Context: an optimization exercise on an open-source flow, tuned for small area, a short achievable clock period and few clock cycles per item. The choices shown serve that exercise and are no tape-out recipe.

==> run F <==
==> flow/design.v <==
`timescale          1ns/1ps
`default_nettype    none
module MS_DMAC_AHBL (
    input   wire    HCLK,
    input   wire    HRESETn,
    output  wire    IRQ,
    input wire          HSEL,
    input wire [31:0]   HADDR,
    input wire [1:0]    HTRANS,
    input wire          HWRITE,
    input wire          HREADY,
    input wire [31:0]   HWDATA,
    input wire [2:0]    HSIZE,
    output wire         HREADYOUT,
    output wire [31:0]  HRDATA,
    output wire [31:0]  M_HADDR,
    output wire [1:0]   M_HTRANS,
    output wire [2:0] 	M_HSIZE,
    output wire         M_HWRITE,
    output wire [31:0]  M_HWDATA,
    input wire          M_HREADY,
    input wire [31:0]   M_HRDATA
);
    reg         we_ctrl, we_saddr, we_daddr, we_size, we_trig;
    wire [15:0] a = HADDR[15:0];
    wire        a_ctrl  = (a == 16'h00);
    wire        a_stat  = (a == 16'h04);
    wire        a_saddr = (a == 16'h08);
    wire        a_daddr = (a == 16'h0C);
    wire        a_size  = (a == 16'h10);
    wire        a_trig  = (a == 16'h14);
    wire        a_none  = ~(a_ctrl | a_stat | a_saddr | a_daddr | a_size | a_trig);
    wire        wr_ap   = HSEL & HWRITE & HTRANS[1];
    always @(posedge HCLK) begin
        if (HREADY) begin
            we_ctrl  <= wr_ap & a_ctrl;
            we_saddr <= wr_ap & a_saddr;
            we_daddr <= wr_ap & a_daddr;
            we_size  <= wr_ap & a_size;
            we_trig  <= wr_ap & a_trig;
        end
    end
    reg [31:0]  CTRL_REG;
    reg [31:0]  SADDR_REG;
    reg [31:0]  DADDR_REG;
    reg [15:0]  SIZE_REG;
    reg         TRIG_REG;
    reg         done_r;
    reg         irq_r;
    wire        done_set;
    wire [31:0] ctrl_nx  = we_ctrl  ? HWDATA        : CTRL_REG;
    wire [31:0] saddr_nx = we_saddr ? HWDATA        : SADDR_REG;
    wire [31:0] daddr_nx = we_daddr ? HWDATA        : DADDR_REG;
    wire [15:0] size_nx  = we_size  ? HWDATA[15:0]  : SIZE_REG;
    wire        trig_nx  = we_trig  ? HWDATA[0]     : (TRIG_REG & ~done_set);
    wire        done_nx  = we_trig  ? 1'b0          : (done_r | done_set);
    wire        irq_nx   = done_nx & ctrl_nx[0];
    always @(posedge HCLK or negedge HRESETn)
        if (~HRESETn) begin
            CTRL_REG  <= 32'h0;
            SADDR_REG <= 32'h0;
            DADDR_REG <= 32'h0;
            SIZE_REG  <= 16'h0;
            TRIG_REG  <= 1'b0;
            done_r    <= 1'b0;
            irq_r     <= 1'b0;
        end else begin
            CTRL_REG  <= ctrl_nx;
            SADDR_REG <= saddr_nx;
            DADDR_REG <= daddr_nx;
            SIZE_REG  <= size_nx;
            TRIG_REG  <= trig_nx;
            done_r    <= done_nx;
            irq_r     <= irq_nx;
        end
    wire        EN        = CTRL_REG[0];
    wire [1:0]  SRC_TYPE  = CTRL_REG[17:16];
    wire        SRC_AI    = CTRL_REG[18];
    wire [1:0]  DEST_TYPE = CTRL_REG[25:24];
    wire        DEST_AI   = CTRL_REG[26];
    assign IRQ = irq_r;
    reg [31:0]  rdata_r;
    always @(posedge HCLK)
        rdata_r <= ({32{a_ctrl}}  & ctrl_nx)
                 | ({32{a_stat}}  & {31'h0, irq_nx})
                 | ({32{a_saddr}} & saddr_nx)
                 | ({32{a_daddr}} & daddr_nx)
                 | ({32{a_size}}  & {16'h0, size_nx})
                 | ({32{a_trig}}  & {31'h0, trig_nx})
                 | ({32{a_none}}  & 32'hDEADBEEF);
    assign HRDATA    = rdata_r;
    assign HREADYOUT = 1'b1;
    reg         s_r0;        
    reg         s_rd;        
    reg         s_wn;        
    reg         s_wp;        
    reg         s_wf;        
    reg         s_bub;       
    reg         s_fdp;       
    reg         htrans_r;
    reg         hwrite_r;
    reg [1:0]   hsize_r;
    reg [15:0]  rem;         
    reg         last;        
    wire        last_nx;
    reg [31:0]  cur;         
    reg [31:0]  alt;         
    wire idle  = ~(s_r0 | s_rd | s_wn | s_wp | s_wf | s_bub | s_fdp);
    wire rdy   = M_HREADY;
    wire start = idle & (we_trig ? HWDATA[0] : TRIG_REG) & ctrl_nx[0];
    wire n_r0  = start;
    wire n_rd  = rdy ? ((s_r0 & ~last) | s_wn)  : s_rd;
    wire n_wn  = rdy ? (s_rd & ~last)           : s_wn;
    wire n_wp  = rdy ? (s_rd & last)            : s_wp;
    wire n_wf  = rdy ? (s_wp | s_bub)           : s_wf;
    wire n_bub = rdy ? (s_r0 & last)            : s_bub;
    wire n_fdp = rdy ? s_wf                     : s_fdp;
    wire n_r0h = ~rdy & s_r0;
    assign done_set = s_fdp & rdy;
    always @(posedge HCLK or negedge HRESETn)
        if (~HRESETn) begin
            s_r0     <= 1'b0;
            s_rd     <= 1'b0;
            s_wn     <= 1'b0;
            s_wp     <= 1'b0;
            s_wf     <= 1'b0;
            s_bub    <= 1'b0;
            s_fdp    <= 1'b0;
            htrans_r <= 1'b0;
            hwrite_r <= 1'b0;
        end else begin
            s_r0     <= n_r0 | n_r0h;
            s_rd     <= n_rd;
            s_wn     <= n_wn;
            s_wp     <= n_wp;
            s_wf     <= n_wf;
            s_bub    <= n_bub;
            s_fdp    <= n_fdp;
            htrans_r <= n_r0 | n_r0h | n_rd | n_wn | n_wp | n_wf;
            hwrite_r <= n_wn | n_wp | n_wf;
        end
    wire n_wr   = n_wn | n_wp | n_wf;
    wire n_swap = ((n_r0 | n_r0h) & last_nx) | n_rd | n_wn;
    wire n_incr = ((n_r0 | n_r0h) & ~last_nx) | n_wp;
    wire [1:0]  n_typ = n_wr ? ctrl_nx[25:24] : ctrl_nx[17:16];
    wire        n_ai  = n_wr ? ctrl_nx[26]    : ctrl_nx[18];
    reg         op_swap, op_incr;
    reg [3:0]   step;
    always @(posedge HCLK or negedge HRESETn)
        if (~HRESETn) begin
            op_swap <= 1'b0;
            op_incr <= 1'b0;
        end else begin
            op_swap <= n_swap;
            op_incr <= n_incr;
        end
    always @(posedge HCLK) begin
        hsize_r <= n_typ;
        step    <= n_ai ? (4'h1 << n_typ) : 4'h0;
    end
    wire is_rd = s_r0 | s_rd;
    wire swap  = rdy & op_swap;
    wire incr  = rdy & op_incr;
    wire        in1 = step[1] | (step[0] & cur[0]);
    wire        in2 = step[2] | (in1 & cur[1]);
    wire        in3 = step[3] | (in2 & cur[2]);
    wire [31:0] nxt;
    assign nxt[0] = cur[0] ^ step[0];
    assign nxt[1] = cur[1] ^ in1;
    assign nxt[2] = cur[2] ^ in2;
    assign nxt[3] = cur[3] ^ in3;
    genvar i;
    generate
        for (i = 4; i < 32; i = i + 1) begin : g_inc
            assign nxt[i] = cur[i] ^ (in3 & (&cur[i-1:3]));
        end
    endgenerate
    wire [15:0] rem_nx  = idle ? SIZE_REG : (rdy & is_rd) ? rem - 16'h1 : rem;
    assign      last_nx = idle ? (SIZE_REG == 16'h0) : (rdy & is_rd) ? (rem == 16'h1) : last;
    always @(posedge HCLK) begin
        rem  <= rem_nx;
        last <= last_nx;
        if (idle) begin
            cur  <= SADDR_REG;
            alt  <= DADDR_REG;
        end else if (swap) begin
            cur <= alt;
            alt <= nxt;
        end else if (incr)
            cur <= nxt;
    end
    reg         dp_r, dp_r0, dp_w;
    reg [31:0]  qa, qb;
    always @(posedge HCLK)
        if (rdy) begin
            dp_r  <= htrans_r & ~hwrite_r;
            dp_r0 <= s_r0;
            dp_w  <= htrans_r &  hwrite_r;
        end
    always @(posedge HCLK) begin
        if (dp_r & dp_r0)
            qa <= M_HRDATA;
        else if (dp_w & rdy)
            qa <= qb;
        if (dp_r & ~dp_r0)
            qb <= M_HRDATA;
    end
    assign M_HADDR  = cur;
    assign M_HTRANS = {htrans_r, 1'b0};
    assign M_HWRITE = hwrite_r;
    assign M_HSIZE  = {1'b0, hsize_r};
    assign M_HWDATA = qa;
endmodule
==> flow/flow/run.sh <==
#!/bin/bash
# Standard layout, with every port buffered by the smallest buffer
# (timing repair resizes them where it needs to).
set -euo pipefail
export BUFFER_PORTS_ARGS="-buffer_cell sky130_fd_sc_hd__buf_1"
bash standard.sh synth > synth.log 2>&1
bash standard.sh > layout.log 2>&1
==> flow/standard.sh <==
#!/bin/bash
# synth_recipe.tcl (not shown) runs the flow's synth.tcl, then flattens the netlist and writes it again
# the make line also repeats each setting of config.mk as NAME=value (left out here)
make -C /OpenROAD-flow-scripts/flow DESIGN_CONFIG=/design/flow/config.mk WORK_HOME=/design/flow/orfs CLKGATE_MAP_FILE= SYNTH_SCRIPT=/design/flow/synth_recipe.tcl "${@:-finish}"
==> flow/config.mk <==
export PLATFORM = sky130hd
export DESIGN_NAME = MS_DMAC_AHBL
export DESIGN_NICKNAME = MS_DMAC_AHBL
export VERILOG_FILES = /design/flow/design.v
export SDC_FILE = /design/flow/constraint.sdc
export NUM_CORES = 4
export LEC_CHECK = 0
export ABC_CLOCK_PERIOD_IN_PS = 2500
export CAP_MARGIN = 20
export CORE_MARGIN = 2
export CORE_UTILIZATION = 40
export CTS_CLUSTER_DIAMETER = 100
export CTS_CLUSTER_SIZE = 25
export SETUP_SLACK_MARGIN = 4.5
export SLEW_MARGIN = 20
export TNS_END_PERCENT = 100
==> flow/constraint.sdc <==
create_clock -name core_clock -period 7.0 [get_ports {HCLK}]
set_input_delay 1.4000 -clock core_clock [delete_from_list [all_inputs] [get_ports {HCLK}]]
set_output_delay 1.4000 -clock core_clock [all_outputs]
set_load 0.01 [all_outputs]
==> inputs of run Y, as changes to run F <==
==> flow/design.v (replaced) <==
`timescale          1ns/1ps
`default_nettype    none
module MS_DMAC_AHBL (
    input   wire    HCLK,
    input   wire    HRESETn,
    output  wire    IRQ,
    input wire          HSEL,
    input wire [31:0]   HADDR,
    input wire [1:0]    HTRANS,
    input wire          HWRITE,
    input wire          HREADY,
    input wire [31:0]   HWDATA,
    input wire [2:0]    HSIZE,
    output wire         HREADYOUT,
    output wire [31:0]  HRDATA,
    output wire [31:0]  M_HADDR,
    output wire [1:0]   M_HTRANS,
    output wire [2:0] 	M_HSIZE,
    output wire         M_HWRITE,
    output wire [31:0]  M_HWDATA,
    input wire          M_HREADY,
    input wire [31:0]   M_HRDATA
);
    reg         we_ctrl, we_saddr, we_daddr, we_size, we_trig;
    wire [15:0] a = HADDR[15:0];
    wire        a_ctrl  = (a == 16'h00);
    wire        a_stat  = (a == 16'h04);
    wire        a_saddr = (a == 16'h08);
    wire        a_daddr = (a == 16'h0C);
    wire        a_size  = (a == 16'h10);
    wire        a_trig  = (a == 16'h14);
    wire        a_none  = ~(a_ctrl | a_stat | a_saddr | a_daddr | a_size | a_trig);
    wire        wr_ap   = HSEL & HWRITE & HTRANS[1];
    always @(posedge HCLK) begin
        if (HREADY) begin
            we_ctrl  <= wr_ap & a_ctrl;
            we_saddr <= wr_ap & a_saddr;
            we_daddr <= wr_ap & a_daddr;
            we_size  <= wr_ap & a_size;
            we_trig  <= wr_ap & a_trig;
        end
    end
    reg [31:0]  CTRL_REG;
    reg [31:0]  SADDR_REG;
    reg [31:0]  DADDR_REG;
    reg [15:0]  SIZE_REG;
    reg         TRIG_REG;
    reg         done_r;
    reg         irq_r;
    wire        done_set;
    wire [31:0] ctrl_nx  = we_ctrl  ? HWDATA        : CTRL_REG;
    wire [31:0] saddr_nx = we_saddr ? HWDATA        : SADDR_REG;
    wire [31:0] daddr_nx = we_daddr ? HWDATA        : DADDR_REG;
    wire [15:0] size_nx  = we_size  ? HWDATA[15:0]  : SIZE_REG;
    wire        trig_nx  = we_trig  ? HWDATA[0]     : (TRIG_REG & ~done_set);
    wire        done_nx  = we_trig  ? 1'b0          : (done_r | done_set);
    wire        irq_nx   = done_nx & ctrl_nx[0];
    always @(posedge HCLK or negedge HRESETn)
        if (~HRESETn) begin
            CTRL_REG  <= 32'h0;
            SADDR_REG <= 32'h0;
            DADDR_REG <= 32'h0;
            SIZE_REG  <= 16'h0;
            TRIG_REG  <= 1'b0;
            done_r    <= 1'b0;
            irq_r     <= 1'b0;
        end else begin
            CTRL_REG  <= ctrl_nx;
            SADDR_REG <= saddr_nx;
            DADDR_REG <= daddr_nx;
            SIZE_REG  <= size_nx;
            TRIG_REG  <= trig_nx;
            done_r    <= done_nx;
            irq_r     <= irq_nx;
        end
    assign IRQ = irq_r;
    reg [31:0]  rdata_r;
    always @(posedge HCLK)
        rdata_r <= ({32{a_ctrl}}  & ctrl_nx)
                 | ({32{a_stat}}  & {31'h0, irq_nx})
                 | ({32{a_saddr}} & saddr_nx)
                 | ({32{a_daddr}} & daddr_nx)
                 | ({32{a_size}}  & {16'h0, size_nx})
                 | ({32{a_trig}}  & {31'h0, trig_nx})
                 | ({32{a_none}}  & 32'hDEADBEEF);
    assign HRDATA    = rdata_r;
    assign HREADYOUT = 1'b1;
    reg         s_rd;        
    reg         s_wr;        
    reg         s_wl;        
    reg         s_fdp;       
    reg         htrans_r;
    reg         hwrite_r;
    reg [1:0]   hsize_r;
    reg [15:0]  rem;         
    reg         last;        
    reg [31:0]  cur;         
    reg [31:0]  alt;         
    wire idle  = ~(s_rd | s_wr | s_wl | s_fdp);
    wire rdy   = M_HREADY;
    wire start = idle & (we_trig ? HWDATA[0] : TRIG_REG) & ctrl_nx[0];
    wire n_rd  = rdy ? (start | s_wr)   : (s_rd | start);
    wire n_wr  = rdy ? (s_rd & ~last)   : s_wr;
    wire n_wl  = rdy ? (s_rd & last)    : s_wl;
    wire n_fdp = rdy ? s_wl             : s_fdp;
    assign done_set = s_fdp & rdy;
    always @(posedge HCLK or negedge HRESETn)
        if (~HRESETn) begin
            s_rd     <= 1'b0;
            s_wr     <= 1'b0;
            s_wl     <= 1'b0;
            s_fdp    <= 1'b0;
            htrans_r <= 1'b0;
            hwrite_r <= 1'b0;
        end else begin
            s_rd     <= n_rd;
            s_wr     <= n_wr;
            s_wl     <= n_wl;
            s_fdp    <= n_fdp;
            htrans_r <= n_rd | n_wr | n_wl;
            hwrite_r <= n_wr | n_wl;
        end
    wire        n_w   = n_wr | n_wl;
    wire [1:0]  n_typ = n_w ? ctrl_nx[25:24] : ctrl_nx[17:16];
    wire        n_ai  = n_w ? ctrl_nx[26]    : ctrl_nx[18];
    reg [3:0]   step;
    always @(posedge HCLK) begin
        hsize_r <= n_typ;
        step    <= n_ai ? (4'h1 << n_typ) : 4'h0;
    end
    wire swap = rdy & (s_rd | s_wr);
    wire [31:0] nxt = cur + {28'h0, step};
    always @(posedge HCLK) begin
        if (idle) begin
            rem  <= SIZE_REG;
            last <= (SIZE_REG == 16'h0);
            alt  <= DADDR_REG;
        end else begin
            if (rdy & s_rd) begin
                rem  <= rem - 16'h1;
                last <= (rem == 16'h1);
            end
            if (swap)
                alt <= nxt;
        end
    end
    always @(posedge HCLK or negedge HRESETn)
        if (~HRESETn)
            cur <= 32'h0;
        else if (idle)
            cur <= SADDR_REG;
        else if (swap)
            cur <= alt;
    reg         dp_r;
    reg [31:0]  wdata;
    always @(posedge HCLK)
        if (rdy)
            dp_r <= htrans_r & ~hwrite_r;
    always @(posedge HCLK)
        if (dp_r)
            wdata <= M_HRDATA;
    assign M_HADDR  = cur;
    assign M_HTRANS = {htrans_r, 1'b0};
    assign M_HWRITE = hwrite_r;
    assign M_HSIZE  = {1'b0, hsize_r};
    assign M_HWDATA = wdata;
endmodule
--- a/flow/config.mk
+++ b/flow/config.mk
@@ -10,6 +10,6 @@
 export CORE_MARGIN = 2
-export CORE_UTILIZATION = 40
+export CORE_UTILIZATION = 55
 export CTS_CLUSTER_DIAMETER = 100
 export CTS_CLUSTER_SIZE = 25
-export SETUP_SLACK_MARGIN = 4.5
+export SETUP_SLACK_MARGIN = 4.55
 export SLEW_MARGIN = 20
==> results.py <==
metrics = {
    "layout": {
        "nNonClkBuffers": 259,
    },
    "placement": {
        "gp_congestion": 0.822,
    },
    "outcome": {
        "status": "complete, no violations",
    },
    "floorplanning": {
        "die-height_um": 152,
    },
}
Source of the figures above: run Y

==> results.py <==
metrics = {
    "floorplanning": {
        "die-height_um": 189,
    },
    "layout": {
        "nNonClkBuffers": 287,
    },
    "placement": {
        "gp_congestion": 0.813,
    },
    "outcome": {
        "status": "complete, no violations",
    },
}
Source of the figures above: run F

Function was not checked in any run of this note: the RTL went through the layout flow alone.

## afterwards: timing with drivers on the ports
In the flow no input, the clock included, has a driving cell. The finished layouts below were timed again as built, in two steps.
Step 1 (the two cells are an assumption about what drives the block):
set clk [get_ports {HCLK}]
set_driving_cell -lib_cell sky130_fd_sc_hd__clkbuf_16 $clk
set_driving_cell -lib_cell sky130_fd_sc_hd__buf_2 [delete_from_list [all_inputs] $clk]
Step 2 moves the port delays by t, midway between the first and last clock arrival at a register: inputs arrive t later, outputs are due t later. That takes back most of the time a late clock gives input paths.
a / b / c = ideal / step 1 / step 2; a / b = the first two.
run	t (ns)	slack for setup (ns)	worst slew at a driven data input, ns	pins driven straight from the clock port
run F	0.567	4.308 / 4.308 / 3.923	0.08	1
run Y	0.530	4.358 / 4.369 / 3.839	0.07	1
After both steps setup and hold are still met in every run listed. For run Y, which loses most, drivers alone change the setup slack by +0.011 ns; drivers and shift together by -0.519 ns.
